Background: an optimization exercise with open tools, aiming at small area and a short achievable clock period. Do not read the settings as production practice. At most, simulation tests tie the RTL to the original design; equivalence was not proved. No activity file was given, so power comes from the tool's default toggle rates.

Setup of alpha:
==> flow/design.v (excerpt) <==
module rtc_top (
                input logic         clk_i,
                input logic         rstn_i,
                input logic         date_update_i,
                input logic [31:0]  date_i,
                output logic [31:0] date_o,
                input logic         clock_update_i,
                output logic [21:0] clock_o,
                input logic [21:0]  clock_i,
                input logic [9:0]   init_sec_cnt_i,
                input logic         calibre_update_i,
                input logic [15:0]  calibre_sec_cnt_i,
                output logic [15:0] calibre_sec_cnt_o,
                input logic         timer_update_i,
                input logic         timer_enable_i,
                input logic         timer_retrig_i,
                input logic [16:0]  timer_target_i,
                output logic [16:0] timer_value_o,
                input logic         alarm_enable_i,
                input logic [5:0]   alarm_mask_i,
                input logic         alarm_update_clock_i,
                input logic [21:0]  alarm_clock_i,
                output logic [21:0] alarm_clock_o,
                input logic         alarm_update_date_i,
                input logic [31:0]  alarm_date_i,
                output logic [31:0] alarm_date_o,
                input logic         event_flag_update_i,
                input logic [1:0]   event_flag_i,
                output logic [1:0]  event_flag_o,
                output logic        event_o
                );
For scale: roughly 1100 cells after synthesis, ~180 flip-flops, ~320 I/O pins, ~11000 sq um of cells after synthesis.
clock: 5.0 ns
lec_check: 0
cap_margin: 20
core_margin: 2
core_utilization: 40
setup_slack_margin: 2.6
slew_margin: 20
standard.sh (not shown) runs the stock make flow with config.mk's settings and CLKGATE_MAP_FILE= SYNTH_SCRIPT=/design/flow/synth_recipe.tcl, a recipe that flattens the netlist after the stock synthesis.
==> flow/flow/run.sh <==
#!/bin/bash
set -euo pipefail
export BUFFER_PORTS_ARGS="-buffer_cell sky130_fd_sc_hd__buf_1"
bash standard.sh finish > standard.log 2>&1
alpha: done, clean on timing, DRC and antenna
Setup changes, alpha to beta
-- flow/design.v --
<<< alpha, line 366
         if (timer_update_i)
           r_timer_retrig  <= timer_retrig_i;
         r_timer_match     <= n_timer_match;
         r_alarm_seconds   <= n_alarm_seconds;
         r_alarm_minutes   <= n_alarm_minutes;
>>> beta, line 366
         if (timer_update_i)
           r_timer_retrig  <= timer_retrig_i;
         r_timer_match     <= (n_timer == n_timer_target);
         r_alarm_seconds   <= n_alarm_seconds;
         r_alarm_minutes   <= n_alarm_minutes;
--- outcome ---
Total number of vias in beta is 815 below alpha.
Diff alpha -> beta: number of gates given a new drive strength after cts picked up an extra 36; HPWL after detailed placement went down by 9.3%; wire length reported by the detailed router decreased by 2500 um relative to the old numbers.
Count of unique library cells instantiated by Yosys, beta vs alpha: down by more than 10%
Comparing beta and alpha, relative slew slack is lower on alpha.
Clock buffer count in the final layout in beta vs alpha: up 1
From alpha to beta the numbers moved as follows: via density per instance shrank by 5.7%, final design area excluding fillers down 250 sq um, clock share of power shows an increase of 0.6 points, routed length per placed instance dropped about 5%.
beta -> alpha: combined flip-flop and latch cell area flat
In the metrics for beta and alpha, the one carrying the lower depth of the critical timing path with buffers and inverters included is alpha.
Number of inserted diodes up 2 in beta wrt alpha
No functional check of the RTL was part of beta.


Another version of the RTL of rtc_top (not shown whole).
Size: ~970 cells after synthesis, roughly 320 I/O pins, roughly 10,000 sq um of cells after synthesis.
// rtc_top
module rtc_top (
                input logic         clk_i,
                input logic         rstn_i,
                input logic         date_update_i,
                input logic [31:0]  date_i,
                output logic [31:0] date_o,
                input logic         clock_update_i,
                output logic [21:0] clock_o,
                input logic [21:0]  clock_i,
                input logic [9:0]   init_sec_cnt_i,
                input logic         calibre_update_i,
                input logic [15:0]  calibre_sec_cnt_i,
                output logic [15:0] calibre_sec_cnt_o,
                input logic         timer_update_i,
                input logic         timer_enable_i,
                input logic         timer_retrig_i,
                input logic [16:0]  timer_target_i,
                output logic [16:0] timer_value_o,
                input logic         alarm_enable_i,
                input logic [5:0]   alarm_mask_i,
                input logic         alarm_update_clock_i,
                input logic [21:0]  alarm_clock_i,
                output logic [21:0] alarm_clock_o,
                input logic         alarm_update_date_i,
                input logic [31:0]  alarm_date_i,
                output logic [31:0] alarm_date_o,
                input logic         event_flag_update_i,
                input logic [1:0]   event_flag_i,
                output logic [1:0]  event_flag_o,
                output logic        event_o
                );
Settings: LEC_CHECK=0, CAP_MARGIN=20, CORE_MARGIN=2, CORE_UTILIZATION=40, CTS_BUF_LIST=sky130_fd_sc_hd__clkbuf_8 sky130_fd_sc_hd__clkbuf_16, SETUP_SLACK_MARGIN=2.3, SLEW_MARGIN=20; clock period 5.0 ns.
==> flow/flow/run.sh <==
#!/bin/bash
# The standard layout, with two changes:
#  - synthesis maps the logic with flow/abc_map.script instead of ORFS's abc_speed.script
#    (flow/synth_abc.tcl is synth_recipe.tcl with that abc call swapped);
#  - the port buffers are made from the smallest buffer cell.
# Each tool writes its full log under orfs/logs; the make output goes to standard.log.
set -euo pipefail
HERE=$(pwd)
export ABC_SCRIPT=$HERE/flow/abc_map.script
export ABC_D=2000
export BUFFER_PORTS_ARGS="-buffer_cell sky130_fd_sc_hd__buf_1"
bash standard.sh SYNTH_SCRIPT=$HERE/flow/synth_abc.tcl finish > standard.log 2>&1
==> flow/flow/abc_map.script <==
strash
&get -n
&fraig -x
&put
scorr
dc2
dretime
strash
&get -n
&dch -f
&nf {D}
&put
buffer -c
upsize {D}
dnsize {D}
stime -p
==> flow/flow/synth_abc.tcl <==
proc synth {args} { yosys synth -nofsm -noshare {*}$args }
# abc with the mapping script named by ABC_SCRIPT and the delay target ABC_D (ps);
# the rest is synth_recipe.tcl unchanged
proc abc {args} {
  set i [lsearch -exact $args -script]
  if { $i >= 0 } { set args [lreplace $args [expr {$i + 1}] [expr {$i + 1}] $::env(ABC_SCRIPT)] }
  set j [lsearch -exact $args -D]
  if { $j >= 0 && [info exists ::env(ABC_D)] } { set args [lreplace $args [expr {$j + 1}] [expr {$j + 1}] $::env(ABC_D)] }
  yosys abc {*}$args
}
source $::env(SCRIPTS_DIR)/synth.tcl
# left out here: clear keep_hierarchy, flatten, clean up, hide names made inside functions, write 1_2_yosys.v
Rerun with:
--- a/flow/design.v
+++ b/flow/design.v
@@ -44,39 +44,39 @@
    logic [7:0]  r_alarm_seconds, r_alarm_minutes;
    logic [5:0]  r_alarm_hours;
    logic [13:0] r_alarm_year;
    logic [4:0]  r_alarm_month;
    logic [5:0]  r_alarm_day;
    logic [5:0]  r_alarm_mask;
    logic        r_alarm_enable;
    logic        r_sec59, r_min59, r_hour23;   
    logic        r_eom, r_eoy;     
    logic        n_eom;
-   logic [6:0]  r_match;          
+   logic [5:0]  r_match;          
    logic        r_alarm_match;    
    logic [1:0]  r_event_flag;
    logic [7:0]  n_seconds, n_minutes;
    logic [5:0]  n_hours;
    logic [5:0]  n_day;
    logic [4:0]  n_month;
    logic [13:0] n_year;
    logic [15:0] n_sec_counter, n_sec_cnt_calibre;
    logic [16:0] n_timer, n_timer_target;
    logic        n_timer_en;
    logic [7:0]  n_alarm_seconds, n_alarm_minutes;
    logic [5:0]  n_alarm_hours;
    logic [13:0] n_alarm_year;
    logic [4:0]  n_alarm_month;
    logic [5:0]  n_alarm_day;
    logic [5:0]  n_alarm_mask;
    logic        n_alarm_enable;
-   logic [6:0]  n_match;
+   logic [5:0]  n_match;
    logic [1:0]  n_event_flag;
    logic        s_alarm_event, s_timer_event;
    logic        s_upd_min, s_upd_hour, s_new_day;
    logic        s_end_of_month, s_end_of_year;
    assign r_tick        = r_tick_lo & r_tick_hi;
    assign r_timer_match = r_tmatch_lo & r_tmatch_hi;
    assign s_alarm_event = r_alarm_enable & (&r_match) & ~r_alarm_match;
    assign s_timer_event = r_timer_en & r_timer_match;
    assign event_o       = s_alarm_event | s_timer_event;
    assign date_o            = {2'b00, r_year, 3'b000, r_month, 2'b00, r_day};
@@ -251,22 +251,21 @@
         n_alarm_enable = 1'b0;
       n_alarm_year  = r_alarm_year;
       n_alarm_month = r_alarm_month;
       n_alarm_day   = r_alarm_day;
       if (alarm_update_date_i) begin
          n_alarm_year  = alarm_date_i[29:16];
          n_alarm_month = alarm_date_i[12:8];
          n_alarm_day   = alarm_date_i[5:0];
       end
    end
-   assign n_match[6] = n_alarm_mask[5] | (n_year[13:8] == n_alarm_year[13:8]);
-   assign n_match[5] = n_alarm_mask[5] | (n_year[7:0]  == n_alarm_year[7:0]);
+   assign n_match[5] = n_alarm_mask[5] | (n_year    == n_alarm_year);
    assign n_match[4] = n_alarm_mask[4] | (n_month   == n_alarm_month);
    assign n_match[3] = n_alarm_mask[3] | (n_day     == n_alarm_day);
    assign n_match[2] = n_alarm_mask[2] | (n_hours   == n_alarm_hours);
    assign n_match[1] = n_alarm_mask[1] | (n_minutes == n_alarm_minutes);
    assign n_match[0] = n_alarm_mask[0] | (n_seconds == n_alarm_seconds);
    logic [16:0] s_timer_inc;
    assign s_timer_inc[0] = ~r_timer[0];
    assign s_timer_inc[1] = r_timer[1] ^ (&r_timer[0:0]);
    assign s_timer_inc[2] = r_timer[2] ^ (&r_timer[1:0]);
    assign s_timer_inc[3] = r_timer[3] ^ (&r_timer[2:0]);
@@ -350,21 +349,21 @@
          r_alarm_year      <= 14'h0;
          r_alarm_month     <= 5'h0;
          r_alarm_day       <= 6'h0;
          r_alarm_mask      <= 6'h0;
          r_alarm_enable    <= 1'b0;
          r_sec59           <= 1'b0;
          r_min59           <= 1'b0;
          r_hour23          <= 1'b0;
          r_eom             <= 1'b0;
          r_eoy             <= 1'b0;
-         r_match           <= 7'b0;   
+         r_match           <= 6'b0;   
          r_alarm_match     <= 1'b0;
          r_event_flag      <= 2'h0;
       end else begin
          r_seconds         <= n_seconds;
          r_minutes         <= n_minutes;
          r_hours           <= n_hours;
          r_day             <= n_day;
          r_month           <= n_month;
          r_year            <= n_year;
          r_sec_counter     <= n_sec_counter;
Via count rose slightly. First-iteration DRC count went down by about a fifth. Cell area is about the same. Wire length increases by a few percent. Utilization is higher by 0.27 points. Maximum frequency grows slightly. Worst hold slack stays flat. Die area is lower slightly. Count of clock-buffer cells in the layout is unchanged. Area after synthesis came out lower slightly. Critical path depth climbs by 1. Final cell count is higher slightly. Worst setup slack improves by 45 ps.
Only the layout flow was run in the first run of this note; the RTL was not checked for function there.

## afterwards: timing with drivers on the ports
Ports are ideal in the flow. The routed layouts listed here were re-timed in OpenROAD. Step 1: set_driving_cell puts a clkbuf_16 on clk_i and a buf_2 on each other input, an assumption about the parent block. Step 2 also shifts input and output timing later by t, the mid clock arrival at the registers, as if the neighbouring blocks saw the same clock. Slacks: no drivers / after step 1 / after step 2; pairs: no drivers / after step 1.
run | t, ns | setup WS [ns] | worst data-port slew with drivers (ns) | pins driven straight from the clock port
alpha | 0.475 | 2.152 / 2.152 / 1.756 | 0.07 | 1
beta | 0.477 | 1.941 / 1.941 / 1.563 | 0.08 | 1
the first run of note 2 | 0.480 | 2.373 / 2.373 / 1.991 | 0.06 | 1
the second run of note 2 | 0.474 | 2.418 / 2.418 / 2.000 | 0.07 | 1
After both steps setup and hold are still met in every run listed. The setup slack of the second run of note 2, which loses most, moves by 0.000 ns with the drivers and by -0.418 ns with both steps.
